Background: an optimization exercise with open tools, aiming at small area. Do not read the settings as production practice.
No functional check of the RTL was part of any run shown here.
Power is estimated from default activity; no workload was simulated.

`flow/config.mk`:
```
export PLATFORM = sky130hd
export DESIGN_NAME = timerWrapper
export DESIGN_NICKNAME = timerWrapper
export VERILOG_FILES = /design/flow/design.v
export SDC_FILE = /design/flow/constraint.sdc
export NUM_CORES = 4
export LEC_CHECK = 0
export CAP_MARGIN = 20
export CORE_MARGIN = 2
export CORE_UTILIZATION = 40
export CTS_BUF_LIST = sky130_fd_sc_hd__clkbuf_4 sky130_fd_sc_hd__clkbuf_8
export SLEW_MARGIN = 20
```
`flow/constraint.sdc`:
```
create_clock -name core_clock -period 3.0 [get_ports {PCLK}]
set_input_delay 0.6000 -clock core_clock [delete_from_list [all_inputs] [get_ports {PCLK}]]
set_output_delay 0.6000 -clock core_clock [all_outputs]
set_load 0.01 [all_outputs]
```
`flow/design.v`:
```
module timerWrapper(PCLK, PENABLE, PSEL, PRESETN, PWRITE, PREADY, PSLVERR,
                    PADDR, PWDATA, PRDATA);
input PCLK, PENABLE, PSEL, PRESETN, PWRITE;
input  [31:0] PWDATA;
input  [7:0] PADDR;
output [31:0] PRDATA;
output PREADY, PSLVERR;
assign PREADY = 1'b1;
assign PSLVERR = 1'b0;
reg [31:0] overflowReg;
reg [31:0] controlReg;
reg [31:0] cnt_q;
reg        cnt_inc;        
reg        cnt_zero;       
reg        overflowReset;  
wire wr     = PSEL & PENABLE & PWRITE;
wire wr_ovf = wr & (PADDR[3:2] == 2'b00);
wire wr_cnt = wr & (PADDR[3:2] == 2'b01);
wire wr_ctl = wr & (PADDR[3:2] == 2'b10);
wire [31:0] wdata = PWDATA & {32{PRESETN}};
wire [31:0] cnt = cnt_zero ? 32'd0 : (cnt_q + {31'd0, cnt_inc});
wire        hit = (cnt == overflowReg);
always @(posedge PCLK) begin
  if (wr_ovf | ~PRESETN) overflowReg <= wdata;
  if (wr_ctl | ~PRESETN) controlReg  <= wdata;
  cnt_q <= wr_cnt ? PWDATA : cnt;
end
always @(posedge PCLK) begin
  if (~PRESETN) begin
    cnt_inc       <= 1'b0;
    cnt_zero      <= 1'b1;
    overflowReset <= 1'b0;
  end else begin
    overflowReset <= wr_ovf;
    if (overflowReset) begin
      cnt_inc  <= 1'b0;
      cnt_zero <= 1'b1;
    end else if (wr_cnt | ~controlReg[0]) begin
      cnt_inc  <= 1'b0;
      cnt_zero <= 1'b0;
    end else begin
      cnt_inc  <= ~hit;
      cnt_zero <= hit;
    end
  end
end
assign PRDATA = PADDR[3] ? controlReg : (PADDR[2] ? cnt_q : overflowReg);
endmodule
```
`flow/run.sh`:
```
#!/bin/bash
# synth_recipe.tcl (not shown) runs the flow's synth.tcl, then flattens the netlist and writes it again
# the make line also repeats each setting of config.mk as NAME=value (left out here)
make -C /OpenROAD-flow-scripts/flow DESIGN_CONFIG=/design/flow/config.mk WORK_HOME=/design/flow/orfs CLKGATE_MAP_FILE= SYNTH_SCRIPT=/design/flow/synth_recipe.tcl finish
```
==> results.py, run 1 <==
metrics = {
    "run_status": {
        "status": "complete, no violations",
    },
    "timing": {
        "max_freq_ghz": 0.3555,
        "rsz0062_at_grt": "no",
        "hold_violations": 0,
        "drv_slew": 0,
        "worst_slew_pin_slew_ns": 0.9601,
        "clock_skew_ns": 0.01122,
        "setup_viol": 0,
        "period_share_pct": 93.78,
        "relSlewSlack_pct": 35.99,
        "setup_tns_ns": 0,
        "fin_crit_ns": 2.813,
        "worst_hold_slack_ns": 0.5794,
    },
    "power_and_ir_drop": {
        "p_sw_mw": 0.7259,
        "p_int_mw": 2.152,
        "seq_power_share_pct": 55.8,
        "p_total_mw": 2.878,
        "max-vdd-ir-drop_mv": 0.2911,
        "switching_share_pct": 25.22,
        "leakagePower_nw": 2.351,
        "p_clk_share_pct": 28.7,
        "pwr-share-comb_pct": 15.4,
        "powerDensity_nw_per_um2": 434.4,
    },
    "drt": {
        "wire_per_inst_um": 16.83,
        "vias": 4235,
        "drtIter0Drc": 257,
        "dr.pass1.iters": 5,
        "ant_nets": 0,
        "drc_errors": 0,
        "totalWireLength_um": 13280,
        "vias_per_cell": 5.368,
    },
    "worst_hold_path": {
        "hold_start": "overflowReset$_SDFF_PN0_",
        "hold_depth": 2,
        "hp-class": "register to register",
        "worstHoldEndpoint": "cnt_inc$_SDFF_PP0_",
    },
    "place": {
        "globalplace.congestion": 0.8809,
        "port_buffers": 70,
        "hpwl_um": 9653,
        "dp.cells": 773,
    },
    "grt": {
        "grt_pass1_wl_um": 21820,
        "grtUsageMet3_pct": 3.868,
        "met2_usage_pct": 32.03,
        "grt_usage_pct": 19.35,
        "grt_pass1_vias": 4283,
        "grt_use_met1_pct": 25.65,
        "grt_remaining_overflow": 0,
        "antenna_found_initial": 0,
        "top_usage_layer": "met2",
        "grt_start_max_net_pins": 69,
    },
    "logic_synthesis": {
        "syn_avg_cell_area_um2": 10.11,
        "synthCells": 534,
        "async_flop_share_pct": 0,
        "synth-edff-count": 64,
        "netlist_area_um2": 5399,
        "synth.ff_latch_count": 99,
        "synth_cell_types": 57,
        "syn-num-nets": 581,
        "synth_top_flop_cell": "edfxtp_1",
        "synth_warnings": 1,
        "ys_seq_area_share_pct": 48.57,
    },
    "clock_tree": {
        "ctsHtreeMaxLevel": 3,
        "cts_resized": 0,
        "clockBufferDepth": 2,
        "cts_buffers": 9,
        "clk_latency_ns": 0.39,
        "post-cts-setup-buffer-count": 0,
        "cts.root.buffer_cell": "clkbuf_8",
        "ctsHoldBuffers": 0,
        "clkSlewWorstSetupHoldPaths_ns": 0.09,
        "cts.sinks": 99,
        "cts_tree": "yes",
    },
    "worst_setup_path": {
        "rr_worst_depth": 8,
        "crit_arrival_ns": 3.07,
        "reg2reg_setup_slack_ns": 0.19,
        "cp-end-kind": "register",
        "reg2reg_to": "cnt_inc$_SDFF_PP0_",
        "critical_path_class": "register to register",
        "crit-reg2reg-launch": "cnt_q[6]$_DFF_P_",
        "start_kind": "register",
        "cp_max_fo": 6,
        "cp.required_ns": 3.26,
    },
    "layout": {
        "area_growth_pct": 22.71,
        "fillCellCount": 1222,
        "fin_cells": 789,
        "fin_nets": 655,
        "drive_above_1_share_pct": 11.91,
        "n_antenna_cell": 0,
    },
    "floorplan": {
        "die_y_um": 120.2,
        "core_area_um2": 13190,
        "die_x_um": 120.2,
        "boundaryPins": 79,
        "dieArea_um2": 14440,
        "rows": 42,
        "start_util_pct": 40.93,
    },
    "run": {
        "maxCapViolations": 0,
    },
}
[cell usage in the layout (no fill, tap or decap), drive strengths merged, types with 3 or more instances in the layout]
cell type	count
or4	6
nor4	12
xnor2	17
dfxtp	35
nor2	15
nand4	20
nand2	72
nand3	17
and2	32
or3	3
xor2	16
inv	7
mux2i	40
a21oi	9
o21a	4
clkbuf	14
mux2	7
o31ai	9
o21ai	68
nor2b	7
and4	4
o31a	4
buf	30
edfxtp	64
clkdlybuf4s50	68
nor3	3
and3	5
[kinds of logic after synthesis]
logic type	count (synthesis)	share of synthesized area, %
AOI/OAI and AO/OA	105	11.73
other	2	0.1391
buffers and inverters	42	3.523
DFF	99	48.57
muxes	47	8.945
and+or+nand+nor	204	21.27
xor gates and xnor gates	33	5.353
adders and majority gates	2	0.4634
[power by group through the flow]
stage	sequential, mW	clock, mW	combinational [mW]
3_5_place_dp	1.64	0	0.447
3_3_place_gp	1.64	0	0.443
4_1_cts	1.61	0.845	0.450
5_1_grt	1.62	0.896	0.486
2_1_floorplan	1.62	0	0.230
6_report	1.61	0.827	0.444
[final cells by class]
cell class | instances | area, µm² | area share, %
Sequential cell | 99 | 2623 | 39.58
Multi-Input combinational cell | 393 | 2609 | 39.38
Timing Repair Buffer | 98 | 963.4 | 14.54
Tap cell | 176 | 220.2 | 3.324
Clock buffer | 14 | 173.9 | 2.625
Inverter | 7 | 26.28 | 0.3966
Clock inverter | 2 | 10.01 | 0.1511
[flip-flops by register name, indices dropped and copies added, names as in the netlist]
signal	cells
cnt_zero	1
overflowReset	1
controlReg	32
overflowReg	32
cnt_inc	1
cnt_q	32
[routing by layer]
metal,wire length (µm),vias to the layer above
met1,6133,2024
li1,-,2103
met4,221,0
met3,620,17
met2,6307,91
met5,0,-
[cells in the mapped netlist (4+ instances only)]
cell	count	area share, %
nor2b_1	7	0.81
inv_1	7	0.49
mux2_2	6	1.3
o31ai_1	9	1.3
o21a_1	4	0.56
buf_1	4	0.28
nand3_1	16	1.5
o21ai_0	65	6.0
buf_4	5	0.70
and2_1	32	3.7
xnor2_1	17	2.8
clkbuf_1	20	1.4
or4_1	4	0.56
and3_1	5	0.58
xor2_1	16	2.6
o31a_1	4	0.65
nand2_1	71	4.9
edfxtp_1	64	36
buf_2	5	0.46
nor2_1	15	1.0
mux2i_1	40	7.4
nor4_1	9	1.0
dfxtp_1	35	13
a21oi_1	6	0.56
nand4_1	16	1.9
[worst max-delay path by stage]
stage	start	end	slack (ns)
after floorplan	PADDR[2]	controlReg[0]$_DFFE_PP_	0.41
after global placement	cnt_q[0]$_DFF_P_	cnt_inc$_SDFF_PP0_	0.18
after detailed placement	cnt_q[6]$_DFF_P_	cnt_inc$_SDFF_PP0_	0.18
after CTS	cnt_q[0]$_DFF_P_	cnt_inc$_SDFF_PP0_	0.15
after global routing	cnt_q[6]$_DFF_P_	cnt_inc$_SDFF_PP0_	0.0008
final	cnt_q[6]$_DFF_P_	cnt_inc$_SDFF_PP0_	0.19
[per-stage QoR]
step	utilization [%]	worst slack, ns	instance area (µm²)
finish	50.23	0.1867	6625
global route	50.23	0.0008056	6625
CTS	50.20	0.1468	6621
detailed placement	48.80	0.1756	6437
global placement	48.80	0.1753	6437
floorplan	-	0.4125	5413
[worst max-delay path, stage by stage, from the launching register on]
cell and delay [ns]:
dfxtp_1 0.45, and3_1 0.38, nand4_2 0.23, or4_4 0.57, a21oi_2 0.19, xnor2_1 0.17, nand3_1 0.16, nor4_2 0.41
a2111oi_2 0.13
==> inputs of run 2 (changes only) <==
--- a/flow/config.mk
+++ b/flow/config.mk
@@ -10,3 +10,4 @@
 export CORE_UTILIZATION = 40
 export CTS_BUF_LIST = sky130_fd_sc_hd__clkbuf_4 sky130_fd_sc_hd__clkbuf_8
+export GPL_TIMING_DRIVEN = 0
 export SLEW_MARGIN = 20
==> run 2 against run 1 <==
Against the previous run:
- clock skew shrank 0.0032 ns
- non-clock buffer count is 9 higher
- flip-flop and latch count unchanged
- count of clock-buffer cells in the layout fell by 4
- hold slack got worse by 0.022 ns
- core utilization is 0.095 points higher
- routed wire length grew 12%
- die area unchanged
- highest routed layer unchanged
==> results.py, run 2 <==
metrics = {
    "floorplan": {
        "core_area_um2": 13190,
        "die_y_um": 120.2,
        "dieArea_um2": 14440,
        "start_util_pct": 40.93,
        "boundaryPins": 79,
        "rows": 42,
        "die_x_um": 120.2,
    },
    "worst_setup_path": {
        "cp.required_ns": 3.27,
        "start_kind": "register",
        "crit_arrival_ns": 3.08,
        "cp_max_fo": 7,
        "critical_path_class": "register to register",
        "cp-end-kind": "register",
    },
    "power_and_ir_drop": {
        "p_clk_share_pct": 29.5,
        "max-vdd-ir-drop_mv": 0.1997,
        "switching_share_pct": 26.10,
        "seq_power_share_pct": 54.8,
        "p_sw_mw": 0.7644,
        "p_int_mw": 2.164,
        "pwr-share-comb_pct": 15.7,
        "p_total_mw": 2.928,
        "leakagePower_nw": 2.381,
        "powerDensity_nw_per_um2": 441.2,
    },
    "timing": {
        "rsz0062_at_grt": "no",
        "fin_crit_ns": 2.809,
        "clock_skew_ns": 0.007979,
        "period_share_pct": 93.63,
        "relSlewSlack_pct": 56.52,
        "max_freq_ghz": 0.3560,
        "setup_viol": 0,
        "drv_slew": 0,
        "hold_violations": 0,
        "worst_slew_pin_slew_ns": 0.6523,
    },
    "logic_synthesis": {
        "syn_avg_cell_area_um2": 10.11,
        "synth_top_area_share_pct": 35.60,
        "synth_top_flop_cell": "edfxtp_1",
        "netlist_area_um2": 5399,
        "synth_top_cells_by_area": "edfxtp_1 36%, dfxtp_1 13%, mux2i_1 7.4%, o21ai_0 6.0%, nand2_1 4.9%",
        "synth-edff-count": 64,
        "ys_seq_area_share_pct": 48.57,
        "synth_top_area_cell": "edfxtp_1",
        "synth_cell_types": 57,
        "synth.ff_latch_count": 99,
        "synth_most_common_cell": "nand2_1",
        "synth_warnings": 1,
        "synthCells": 534,
        "syn-num-nets": 581,
        "async_flop_share_pct": 0,
        "synth_common_cells": "71 x nand2_1, 65 x o21ai_0, 64 x edfxtp_1",
    },
    "run_status": {
        "status": "complete, no violations",
    },
    "place": {
        "hpwl_um": 10980,
        "globalplace.congestion": 0.8925,
        "dp.cells": 782,
        "port_buffers": 69,
    },
    "grt": {
        "grt_remaining_overflow": 0,
        "grt_usage_pct": 21.69,
        "grt_pass1_vias": 4298,
        "grt_start_max_net_pins": 20,
        "grt_pass1_wl_um": 23690,
        "antenna_found_initial": 0,
    },
    "layout": {
        "reg_top3": "cnt_q (32), controlReg (32), overflowReg (32)",
        "final_common_cell": "nand2_1",
        "drive_above_1_share_pct": 11.41,
        "fillCellCount": 1210,
        "fin_nets": 664,
        "final_cell_mix": "70 x nand2_1, 66 x clkdlybuf4s50_1, 65 x o21ai_0",
        "fin_cells": 798,
        "fin_util_pct": 50.32,
        "area_growth_pct": 22.94,
        "n_antenna_cell": 0,
    },
    "drt": {
        "totalWireLength_um": 14880,
        "drtIter0Drc": 312,
        "vias": 4377,
        "wire_per_inst_um": 18.65,
        "ant_nets": 0,
        "vias_per_cell": 5.485,
        "drc_errors": 0,
        "dr.pass1.iters": 5,
    },
    "clock_tree": {
        "ctsHoldBuffers": 0,
        "clkSlewWorstSetupHoldPaths_ns": 0.09,
        "clockBufferDepth": 2,
        "clk_latency_ns": 0.39,
        "cts.root.buffer_cell": "clkbuf_8",
        "cts_tree": "yes",
        "ctsHtreeMaxLevel": 3,
        "cts_buffers": 9,
        "cts.sinks": 99,
    },
    "worst_hold_path": {
        "hp-class": "register to register",
    },
    "run": {
        "maxCapViolations": 0,
    },
}
-- run 2: cell counts after synthesis --
Identical to the previous run, type by type.
-- run 2: per-layer routing --
layer | wire length (µm) | GRT usage (%)
met4 | 336 | 8.824
met1 | 7022 | 30.02
met2 | 6943 | 34.20
met3 | 579 | 3.208
met5 | 0 | 0
-- run 2: timing repair --
action	in CTS	in global routing
endpoints found under the hold margin	0	0
buffers inserted	0	0
endpoints found under the setup margin	32	29
gates resized for setup	17	11
-- run 2: final timing paths --
check / cells after the start / startpoint / slack (ns) / endpoint
setup / recovery: 9 / cnt_q[8]$_DFF_P_ / 0.19 / cnt_inc$_SDFF_PP0_
hold / removal: 2 / overflowReset$_SDFF_PN0_ / 0.56 / cnt_inc$_SDFF_PP0_
setup reg to reg: 9 / cnt_q[8]$_DFF_P_ / 0.19 / cnt_inc$_SDFF_PP0_
hold reg to reg: 2 / overflowReset$_SDFF_PN0_ / 0.56 / cnt_inc$_SDFF_PP0_
-- run 2: per-stage QoR --
step / worst slack [ns] / instance area [µm²] / TNS (ns) / hold slack [ns]
finish: 0.1911 / 6638 / 0 / 0.5575
global route: 0.02620 / 6638 / 0 / 0.5959
CTS: 0.003363 / 6591 / 0 / 0.5492
detailed placement: -0.5975 / 6376 / -19.42 / 0.5323
global placement: -0.8770 / 6324 / -54.34 / 0.5128
floorplan: 0.4125 / 5413 / 0 / 0.5013
-- run 2: worst max-delay path: stages, from the launching register on --
cell       delay (ns)
dfxtp_1          0.45
and3_1           0.20
buf_2            0.20
nand4_2          0.21
or4_4            0.56
a21oi_2          0.19
xnor2_1          0.17
nand3_1          0.21
nor4_4           0.38
a2111oi_2        0.11
-- run 2: power groups by stage --
stage          Clock (mW)  Sequential, mW  Combinational, mW
2_1_floorplan           0            1.62              0.230
3_3_place_gp            0            1.64              0.441
3_5_place_dp            0            1.64              0.455
4_1_cts             0.885            1.61              0.459
5_1_grt             0.931            1.62              0.497
6_report            0.863            1.61              0.459
-- run 2: area by class of cell --
cell class | instances | area [µm²] | share of cell area, %
multi-input combinational | 393 | 2641 | 39.79
sequential | 99 | 2624 | 39.53
timing repair buffer | 72 | 740.7 | 11.16
tap | 176 | 220.2 | 3.318
buffer | 35 | 196.4 | 2.959
clock buffer | 10 | 131.4 | 1.979
clock inverter | 6 | 57.56 | 0.8671
inverter | 7 | 26.28 | 0.3959
-- run 2: kinds of logic (layout without fill, tap and decap cells) --
kind of cell             after synthesis  after routing  synth area share, %
flip-flops                            99             99                48.57
other                                  2              2               0.1391
AO/OA/AOI/OAI                        105            105                11.73
XOR/XNOR                              33             33                5.353
buffers and inverters                 42            130                3.523
multiplexers                          47             47                8.945
adder cells (fa/ha/maj)                2              2               0.4634
AND/OR/NAND/NOR                      204            204                21.27
==> inputs of run 3 (changes only) <==
--- a/flow/config.mk
+++ b/flow/config.mk
@@ -9,5 +9,7 @@
 export CORE_MARGIN = 2
 export CORE_UTILIZATION = 40
-export CTS_BUF_LIST = sky130_fd_sc_hd__clkbuf_4 sky130_fd_sc_hd__clkbuf_8
+export CTS_BUF_LIST = sky130_fd_sc_hd__clkbuf_8
+export CTS_CLUSTER_DIAMETER = 100
+export CTS_CLUSTER_SIZE = 30
 export GPL_TIMING_DRIVEN = 0
 export SLEW_MARGIN = 20
==> run 3 against run 2 <==
Against the previous run:
- synthesized cell count is the same
- largest power group unchanged
- largest cell class unchanged
- routed wire length grew 0.44%
- final cell count is the same
==> results.py, run 3 <==
metrics = {
    "worst_setup_path": {
        "cp_max_fo": 7,
        "cp-end-kind": "register",
        "critical_path_class": "register to register",
        "start_kind": "register",
        "max_stage_delay_ns": 0.56,
        "crit-reg2reg-launch": "cnt_q[8]$_DFF_P_",
        "worst_path_max_delay_cell": "or4_4",
        "path_cells": "and3_1, buf_2, nand4_2, or4_4, a21oi_2, xnor2_1, nand3_1, nor4_4, a2111oi_2",
        "crit_path_start": "cnt_q[8]$_DFF_P_",
        "cp.required_ns": 3.27,
        "crit_arrival_ns": 3.09,
    },
    "logic_synthesis": {
        "synth_top_flop_cell": "edfxtp_1",
        "synth_warnings": 1,
        "synth-edff-count": 64,
        "syn-num-nets": 581,
        "async_flop_share_pct": 0,
        "synth.ff_latch_count": 99,
        "synth_common_cells": "71 x nand2_1, 65 x o21ai_0, 64 x edfxtp_1",
        "synth_cell_types": 57,
        "synth_most_common_cell": "nand2_1",
        "synth_top_cells_by_area": "edfxtp_1 36%, dfxtp_1 13%, mux2i_1 7.4%, o21ai_0 6.0%, nand2_1 4.9%",
        "synth_top_area_cell": "edfxtp_1",
        "netlist_area_um2": 5399,
        "synthCells": 534,
        "ys_seq_area_share_pct": 48.57,
        "synth_top_area_share_pct": 35.60,
        "syn_avg_cell_area_um2": 10.11,
    },
    "clock_tree": {
        "clockBufferDepth": 2,
        "cts_buffers": 9,
        "ctsHoldBuffers": 0,
        "clkSlewWorstSetupHoldPaths_ns": 0.09,
        "cts.root.buffer_cell": "clkbuf_8",
        "cts_tree": "yes",
        "ctsHtreeMaxLevel": 3,
        "cts.sinks": 99,
        "clk_latency_ns": 0.40,
    },
    "run_status": {
        "status": "complete, no violations",
    },
    "power_and_ir_drop": {
        "max-vdd-ir-drop_mv": 0.1998,
        "leakagePower_nw": 2.381,
        "powerDensity_nw_per_um2": 439.7,
        "p_sw_mw": 0.7653,
        "p_int_mw": 2.152,
        "p_clk_share_pct": 29.2,
        "pwr-share-comb_pct": 15.8,
        "seq_power_share_pct": 55.1,
        "switching_share_pct": 26.24,
    },
    "worst_hold_path": {
        "hp-class": "register to register",
        "hold_start": "overflowReset$_SDFF_PN0_",
    },
    "drt": {
        "drtIter0Drc": 312,
        "ant_nets": 0,
        "totalWireLength_um": 14950,
        "vias_per_cell": 5.487,
        "vias": 4379,
        "wire_per_inst_um": 18.73,
        "drc_errors": 0,
        "dr.pass1.iters": 5,
    },
    "grt": {
        "grt_pass1_wl_um": 23690,
        "grt_pass1_vias": 4298,
        "antenna_found_initial": 0,
        "grt_usage_pct": 21.69,
        "grt_remaining_overflow": 0,
        "grt_start_max_net_pins": 20,
    },
    "layout": {
        "final_cell_mix": "70 x nand2_1, 66 x clkdlybuf4s50_1, 65 x o21ai_0",
        "drive_above_1_share_pct": 11.25,
        "fillCellCount": 1208,
        "fin_nets": 664,
        "final_common_cell": "nand2_1",
        "reg_top3": "cnt_q (32), controlReg (32), overflowReg (32)",
        "n_antenna_cell": 0,
        "area_growth_pct": 22.87,
    },
    "place": {
        "hpwl_um": 10980,
        "globalplace.congestion": 0.8925,
        "port_buffers": 69,
        "place_ws_ns": -0.5975,
    },
    "floorplan": {
        "core_area_um2": 13190,
        "die_x_um": 120.2,
        "rows": 42,
        "start_util_pct": 40.93,
        "dieArea_um2": 14440,
        "die_y_um": 120.2,
        "boundaryPins": 79,
    },
    "timing": {
        "period_share_pct": 94.05,
        "fin_ws_ns": 0.1784,
        "rsz0062_at_grt": "no",
        "hold_violations": 0,
        "fin_crit_ns": 2.822,
        "clock_skew_ns": 0.008534,
        "setup_viol": 0,
        "max_freq_ghz": 0.3544,
        "relSlewSlack_pct": 57.20,
        "setup_tns_ns": 0,
        "drv_slew": 0,
        "worst_slew_pin_slew_ns": 0.6420,
    },
    "run": {
        "maxCapViolations": 0,
    },
}
==> run 3: metal layers <==
metal	track usage, %	vias to the layer above	routed length [µm]
met2	34.20	127	6973
met5	0	-	0
li1	-	2115	-
met1	30.02	2114	7033
met4	8.824	0	337
met3	3.208	23	602
==> run 3: layout make-up <==
class | instances | area [µm²] | area share, %
Multi-Input combinational cell | 393 | 2641 | 39.82
Sequential cell | 99 | 2624 | 39.55
Timing Repair Buffer | 72 | 740.7 | 11.17
Tap cell | 176 | 220.2 | 3.320
Buffer | 35 | 196.4 | 2.961
Clock buffer | 9 | 123.9 | 1.867
Clock inverter | 7 | 61.31 | 0.9242
Inverter | 7 | 26.28 | 0.3961
==> run 3: timing repair <==
action | CTS | global route
buffers inserted | 0 | 0
gates resized for setup | 17 | 11
gates cloned | 0 | 0
setup endpoints to repair | 32 | 29
==> run 3: worst paths after layout <==
path         cells after the start  slack (ns)                  to
max                              9        0.18  cnt_inc$_SDFF_PP0_
min                              2        0.56  cnt_inc$_SDFF_PP0_
max reg2reg                      9        0.18  cnt_inc$_SDFF_PP0_
min reg2reg                      2        0.56  cnt_inc$_SDFF_PP0_
==> run 3: critical path: cells and delay by family, from the launching register on <==
kind	cells	cell delay, ns
AOI/OAI and AO/OA	2	0.30
xor gates and xnor gates	1	0.17
buffers and inverters	1	0.21
DFF	1	0.45
and+or+nand+nor	5	1.56
==> run 3: per-stage QoR <==
| stage | instance area (µm²) | power (mW) | utilization, % | cells | hold slack (ns) |
|---|---|---|---|---|---|
| 2_1_floorplan | 5413 | 1.849 | - | 534 | 0.5013 |
| 3_3_place_gp | 6324 | 2.077 | 47.94 | 779 | 0.5128 |
| 3_5_place_dp | 6376 | 2.092 | 48.34 | 782 | 0.5323 |
| 4_1_cts | 6588 | 2.938 | 49.94 | 798 | 0.5492 |
| 5_1_grt | 6634 | 3.033 | 50.29 | 798 | 0.5959 |
| 6_report | 6634 | 2.917 | 50.29 | 798 | 0.5584 |
==> run 3: logic make-up after synthesis <==
kind of cell	Yosys count	share of synthesized area [%]
compound gates	105	11.73
xor+xnor	33	5.353
fa+ha+maj	2	0.4634
buf+inv	42	3.523
flops	99	48.57
mux	47	8.945
other cells	2	0.1391
simple gates	204	21.27
==> run 3: power groups by stage <==
stage | Combinational [mW] | Sequential [mW] | Clock, mW
finish | 0.460 | 1.61 | 0.851
global placement | 0.441 | 1.64 | 0
detailed placement | 0.455 | 1.64 | 0
floorplan | 0.230 | 1.62 | 0
global route | 0.497 | 1.62 | 0.918
CTS | 0.459 | 1.61 | 0.873
==> inputs of run 4 (changes only) <==
--- a/flow/design.v
+++ b/flow/design.v
@@ -1,2 +1,21 @@
+module tm_cnt_bit(input r, input t, input d, input wr, input keep, input ovf,
+                  output y, output e);
+  wire x = r ^ t;               
+  assign y = (wr & d) | (keep & x);
+  assign e = ~(x ^ ovf);
+endmodule
+module tm_rd_bit(input o, input c, input r, input so, input sc, input sr,
+                 output y);
+  assign y = (o & so) | (r & sr) | (c & sc);
+endmodule
+module tm_carry4(input ci, input [3:0] r, output [3:0] t);
+  assign t[0] = ci;
+  assign t[1] = ci & r[0];
+  assign t[2] = ci & r[0] & r[1];
+  assign t[3] = ci & r[0] & r[1] & r[2];
+endmodule
+module tm_and4(input [3:0] a, output y);
+  assign y = &a;
+endmodule
 module timerWrapper(PCLK, PENABLE, PSEL, PRESETN, PWRITE, PREADY, PSLVERR,
                     PADDR, PWDATA, PRDATA);
@@ -15,14 +34,36 @@
 reg        overflowReset;  
 wire wr     = PSEL & PENABLE & PWRITE;
-wire wr_ovf = wr & (PADDR[3:2] == 2'b00);
-wire wr_cnt = wr & (PADDR[3:2] == 2'b01);
-wire wr_ctl = wr & (PADDR[3:2] == 2'b10);
+wire wr_ovf = wr & ~PADDR[3] & ~PADDR[2];
+wire wr_cnt = wr & ~PADDR[3] &  PADDR[2];
+wire wr_ctl = wr &  PADDR[3] & ~PADDR[2];
 wire [31:0] wdata = PWDATA & {32{PRESETN}};
-wire [31:0] cnt = cnt_zero ? 32'd0 : (cnt_q + {31'd0, cnt_inc});
-wire        hit = (cnt == overflowReg);
+wire [7:0] bp;
+wire [7:0] bc;
+wire [31:0] t;
+assign bc[0] = cnt_inc;
+genvar i;
+generate
+  for (i = 0; i < 8; i = i + 1) begin : blk
+    tm_and4   u_p(.a(cnt_q[4*i+3:4*i]), .y(bp[i]));
+    tm_carry4 u_c(.ci(bc[i]), .r(cnt_q[4*i+3:4*i]), .t(t[4*i+3:4*i]));
+    if (i < 7) begin : ch
+      assign bc[i+1] = bc[i] & bp[i];
+    end
+  end
+endgenerate
+wire        keep = ~wr_cnt & ~cnt_zero;
+wire [31:0] cnt_d;
+wire [31:0] eq;
+generate
+  for (i = 0; i < 32; i = i + 1) begin : bits
+    tm_cnt_bit u_b(.r(cnt_q[i]), .t(t[i]), .d(PWDATA[i]), .wr(wr_cnt),
+                   .keep(keep), .ovf(overflowReg[i]), .y(cnt_d[i]), .e(eq[i]));
+  end
+endgenerate
+wire hit = cnt_zero ? ~|overflowReg : &eq;
 always @(posedge PCLK) begin
   if (wr_ovf | ~PRESETN) overflowReg <= wdata;
   if (wr_ctl | ~PRESETN) controlReg  <= wdata;
-  cnt_q <= wr_cnt ? PWDATA : cnt;
+  cnt_q <= cnt_d;
 end
 always @(posedge PCLK) begin
@@ -45,4 +86,12 @@
   end
 end
-assign PRDATA = PADDR[3] ? controlReg : (PADDR[2] ? cnt_q : overflowReg);
+wire sel_ovf = ~PADDR[3] & ~PADDR[2];
+wire sel_cnt = ~PADDR[3] &  PADDR[2];
+wire sel_ctl =  PADDR[3];
+generate
+  for (i = 0; i < 32; i = i + 1) begin : rd
+    tm_rd_bit u_r(.o(overflowReg[i]), .c(controlReg[i]), .r(cnt_q[i]),
+                  .so(sel_ovf), .sc(sel_ctl), .sr(sel_cnt), .y(PRDATA[i]));
+  end
+endgenerate
 endmodule
--- a/flow/config.mk
+++ b/flow/config.mk
@@ -9,7 +9,6 @@
 export CORE_MARGIN = 2
 export CORE_UTILIZATION = 40
-export CTS_BUF_LIST = sky130_fd_sc_hd__clkbuf_8
-export CTS_CLUSTER_DIAMETER = 100
-export CTS_CLUSTER_SIZE = 30
+export CTS_BUF_LIST = sky130_fd_sc_hd__clkbuf_4 sky130_fd_sc_hd__clkbuf_8
 export GPL_TIMING_DRIVEN = 0
 export SLEW_MARGIN = 20
+export SYNTH_HIERARCHICAL = 1
==> run 4 against run 3 <==
Against the previous run:
- now fails the layout checks on setup timing
- flip-flop and latch count unchanged
- sequential share of layout area grew 2.8 points
- core utilization increased by 3.7 points
- worst setup slack got worse by 0.20 ns
- fmax decreased by 6.7%
- area after synthesis fell by 12%
- critical endpoint is now cnt_zero$_SDFF_PP1_
- highest routed layer unchanged
==> results.py, run 4 <==
metrics = {
    "place": {
        "place_ws_ns": -0.4153,
        "dp.cells": 606,
        "hpwl_um": 8227,
        "dpl_cell_area_um2": 5862,
        "port_buffers": 70,
        "globalplace.congestion": 0.8388,
    },
    "logic_synthesis": {
        "ys_seq_area_share_pct": 54.94,
        "netlist_area_um2": 4773,
        "synth_cell_types": 33,
        "synth_top_flop_cell": "edfxtp_1",
        "synth_top_area_share_pct": 40.26,
        "synth-edff-count": 64,
        "synth_common_cells": "64 x edfxtp_1, 37 x and2_1, 35 x dfxtp_1",
        "syn_avg_cell_area_um2": 12.37,
        "syn-num-nets": 431,
        "synth.ff_latch_count": 99,
        "synthCells": 386,
        "async_flop_share_pct": 0,
        "synth_most_common_cell": "edfxtp_1",
        "synth_top_area_cell": "edfxtp_1",
        "synth_warnings": 7,
        "synth_top_cells_by_area": "edfxtp_1 40%, dfxtp_1 15%, a222oi_1 6.7%, a22o_1 5.9%, xnor2_1 5.9%",
    },
    "worst_setup_path": {
        "max_stage_delay_ns": 0.57,
        "worst_path_max_delay_cell": "or4_4",
        "path_cells": "and4_4, and3_4, and3_4, and3_4, and2_4, and4_4, xor2_2, xnor2_1, nand4_1, or4_4, nor3_4, a21o_1",
        "cp.required_ns": 3.31,
        "start_kind": "register",
        "rr_worst_depth": 12,
        "cp_max_fo": 6,
        "crit_path_start": "cnt_q[3]$_DFF_P_",
        "crit_buf_inv": 0,
        "critical_path_class": "register to register",
        "reg2reg_setup_slack_ns": -0.02,
        "crit_arrival_ns": 3.33,
        "crit-reg2reg-launch": "cnt_q[3]$_DFF_P_",
        "cp-end-kind": "register",
        "reg2reg_to": "cnt_zero$_SDFF_PP1_",
        "crit_family": "simple AND/OR/NAND/NOR gates",
        "cpMostUsedCell": "and3_4",
    },
    "drt": {
        "vias_per_cell": 5.647,
        "totalWireLength_um": 12450,
        "vias": 3569,
        "ant_nets": 0,
        "drc_errors": 0,
        "drtIter0Drc": 334,
        "dr.pass1.iters": 19,
        "wire_per_inst_um": 19.70,
    },
    "grt": {
        "grt_remaining_overflow": 0,
        "grt_start_max_net_pins": 24,
        "antenna_found_initial": 0,
        "grt_usage_pct": 19.70,
        "grt_pass1_wl_um": 19500,
        "grt_pass1_vias": 3651,
    },
    "clock_tree": {
        "clockBufferDepth": 2,
        "ctsHtreeMaxLevel": 3,
        "cts.root.buffer_cell": "clkbuf_8",
        "clkSlewWorstSetupHoldPaths_ns": 0.09,
        "cts.sinks": 99,
        "cts_tree": "yes",
        "cts_buffers": 9,
        "clk_latency_ns": 0.36,
    },
    "layout": {
        "drive_above_1_share_pct": 17.79,
        "area_growth_pct": 30.28,
        "reg_top3": "cnt_q (32), controlReg (32), overflowReg (32)",
        "final_cell_mix": "68 x clkdlybuf4s50_1, 64 x edfxtp_1, 35 x and2_1",
        "fin_nets": 529,
        "fin_cells": 632,
        "final_common_cell": "clkdlybuf4s50_1",
        "n_antenna_cell": 0,
        "design_area_um2": 6218,
    },
    "timing": {
        "max_freq_ghz": 0.3308,
        "rsz0062_at_grt": "yes",
        "fin_crit_ns": 3.023,
        "fin_ws_ns": -0.02304,
        "worst_slew_pin_slew_ns": 0.5571,
        "hold_violations": 0,
        "relSlewSlack_pct": 62.86,
        "drv_slew": 0,
        "setup_viol": 2,
        "clock_skew_ns": 0.007726,
        "period_share_pct": 100.8,
    },
    "power_and_ir_drop": {
        "p_total_mw": 2.878,
        "leakagePower_nw": 2.537,
        "seq_power_share_pct": 56.1,
        "powerDensity_nw_per_um2": 462.9,
        "p_int_mw": 2.161,
        "p_clk_share_pct": 27.9,
        "switching_share_pct": 24.91,
        "max-vdd-ir-drop_mv": 0.1932,
        "pwr-share-comb_pct": 16.0,
        "p_sw_mw": 0.7169,
    },
    "floorplan": {
        "start_util_pct": 41.45,
        "dieArea_um2": 12820,
        "die_x_um": 113.2,
        "die_y_um": 113.2,
        "boundaryPins": 79,
        "core_area_um2": 11520,
        "rows": 39,
    },
    "run_status": {
        "violations": "setup timing",
        "status": "finished with violations",
    },
    "worst_hold_path": {
        "hp-class": "register to register",
        "hold_start": "overflowReset$_SDFF_PN0_",
        "hold_depth": 3,
        "worstHoldEndpoint": "cnt_inc$_SDFF_PP0_",
    },
    "run": {
        "maxCapViolations": 0,
    },
}
## run 4: how the worst max path moves through the flow
stage	end	slack, ns	cells past startpoint
after floorplan	cnt_q[0]$_DFF_P_	0.007	4
after global placement	cnt_q[3]$_DFF_P_	-3.74	5
after detailed placement	cnt_inc$_SDFF_PP0_	-0.42	12
after CTS	cnt_inc$_SDFF_PP0_	0.003	12
after global routing	cnt_zero$_SDFF_PP1_	-0.16	12
final	cnt_zero$_SDFF_PP1_	-0.02	12
## run 4: area by class of cell
type	instances	area (µm²)
Clock buffer	14	167.7
Multi-Input combinational cell	242	2028
Clock inverter	2	11.26
Tap cell	143	178.9
Inverter	32	120.1
Buffer	13	86.33
Sequential cell	99	2635
Fill cell	1018	5298
Timing Repair Buffer	87	991.0
## run 4: layer usage
metal,GRT usage (%),wire (µm),vias up
li1,-,-,1677
met1,27.13,5695,1771
met2,32.26,5954,107
met3,2.196,591,14
met4,7.236,207,0
met5,0,0,-
## run 4: power by group through the flow
stage / Combinational (mW) / Sequential, mW / Clock, mW
CTS: 0.460 / 1.61 / 0.811
detailed placement: 0.446 / 1.65 / 0
finish: 0.461 / 1.61 / 0.802
floorplan: 0.210 / 1.63 / 0
global route: 0.499 / 1.63 / 0.868
global placement: 0.414 / 1.65 / 0
## run 4: stage by stage
stage | setup TNS, ns | hold WS, ns | utilization, %
after floorplan | 0 | 0.4702 | -
after global placement | -356.82 | 0.4848 | 49.11
after detailed placement | -7.267 | 0.4967 | 50.90
after CTS | 0 | 0.5086 | 53.27
after global routing | -0.3154 | 0.5284 | 54.00
final | -0.03579 | 0.5031 | 54.00
## run 4: cell families (layout without fill, tap and decap cells)
| family | count (synthesis) | in the layout | share of synthesized area (%) |
|---|---|---|---|
| buffers and inverters | 45 | 148 | 4.325 |
| other | 2 | 2 | 0.1573 |
| DFF | 99 | 99 | 54.94 |
| AOI/OAI and AO/OA | 68 | 68 | 13.29 |
| xor gates and xnor gates | 64 | 64 | 11.74 |
| and+or+nand+nor | 108 | 108 | 15.54 |
## run 4: worst register-to-register path: stages (launching register included)
cell	delay (ns)
dfxtp_2	0.36
and4_4	0.23
and3_4	0.22
and3_4	0.20
and3_4	0.21
and2_4	0.16
and4_4	0.22
xor2_2	0.17
xnor2_1	0.13
nand4_1	0.15
or4_4	0.57
nor3_4	0.21
a21o_1	0.14
## run 4: repair_timing
action,in CTS,in global routing
hold buffers,0,0
pin swaps,9,9
setup endpoints to repair,34,7
resized for setup,17,9
setup buffers,6,3
gates cloned,0,1
## run 4: modules after synthesis, one instance, submodules excluded
module        copies in the design  flops+latches  cell area [µm²]
tm_carry4                        8              0            31.28
timerWrapper                     1             99             3181
tm_rd_bit                       32              0            13.76
tm_cnt_bit                      32              0            26.28
tm_and4                          7              0            8.758

-- what the ideal ports hide --
How much do the figures lean on ideal ports? The routed layouts below were timed once more, with nothing changed but the port constraints.
Step 1 assumes that a clkbuf_16 drives the clock port and a buf_2 every other input.
Step 2 adds t to the input delays and takes it off the output delays; t is the mean of the earliest and latest rising clock arrival at the registers after step 1. Input paths then give back, and output paths get back, about the clock's delay inside the block.
Three values: ideal, step 1, step 2; two values: the first two.
run | shift t [ns] | slack for setup (ns) | hold slack, ns | worst setup path after step 2 | pins driven straight from the clock port
run 1 | 0.418 | 0.187 / 0.187 / 0.187 | 0.579 / 0.579 / 0.579 | register to register | 1
run 2 | 0.427 | 0.191 / 0.178 / 0.178 | 0.558 / 0.558 / 0.558 | input to output | 1
run 3 | 0.429 | 0.178 / 0.176 / 0.176 | 0.558 / 0.558 / 0.558 | input to output | 1
run 4 | 0.393 | -0.023 / -0.023 / -0.023 | 0.503 / 0.503 / 0.503 | register to register | 1
The setup slack of run 2, which loses most, moves by -0.013 ns with the drivers and by -0.013 ns with both steps.
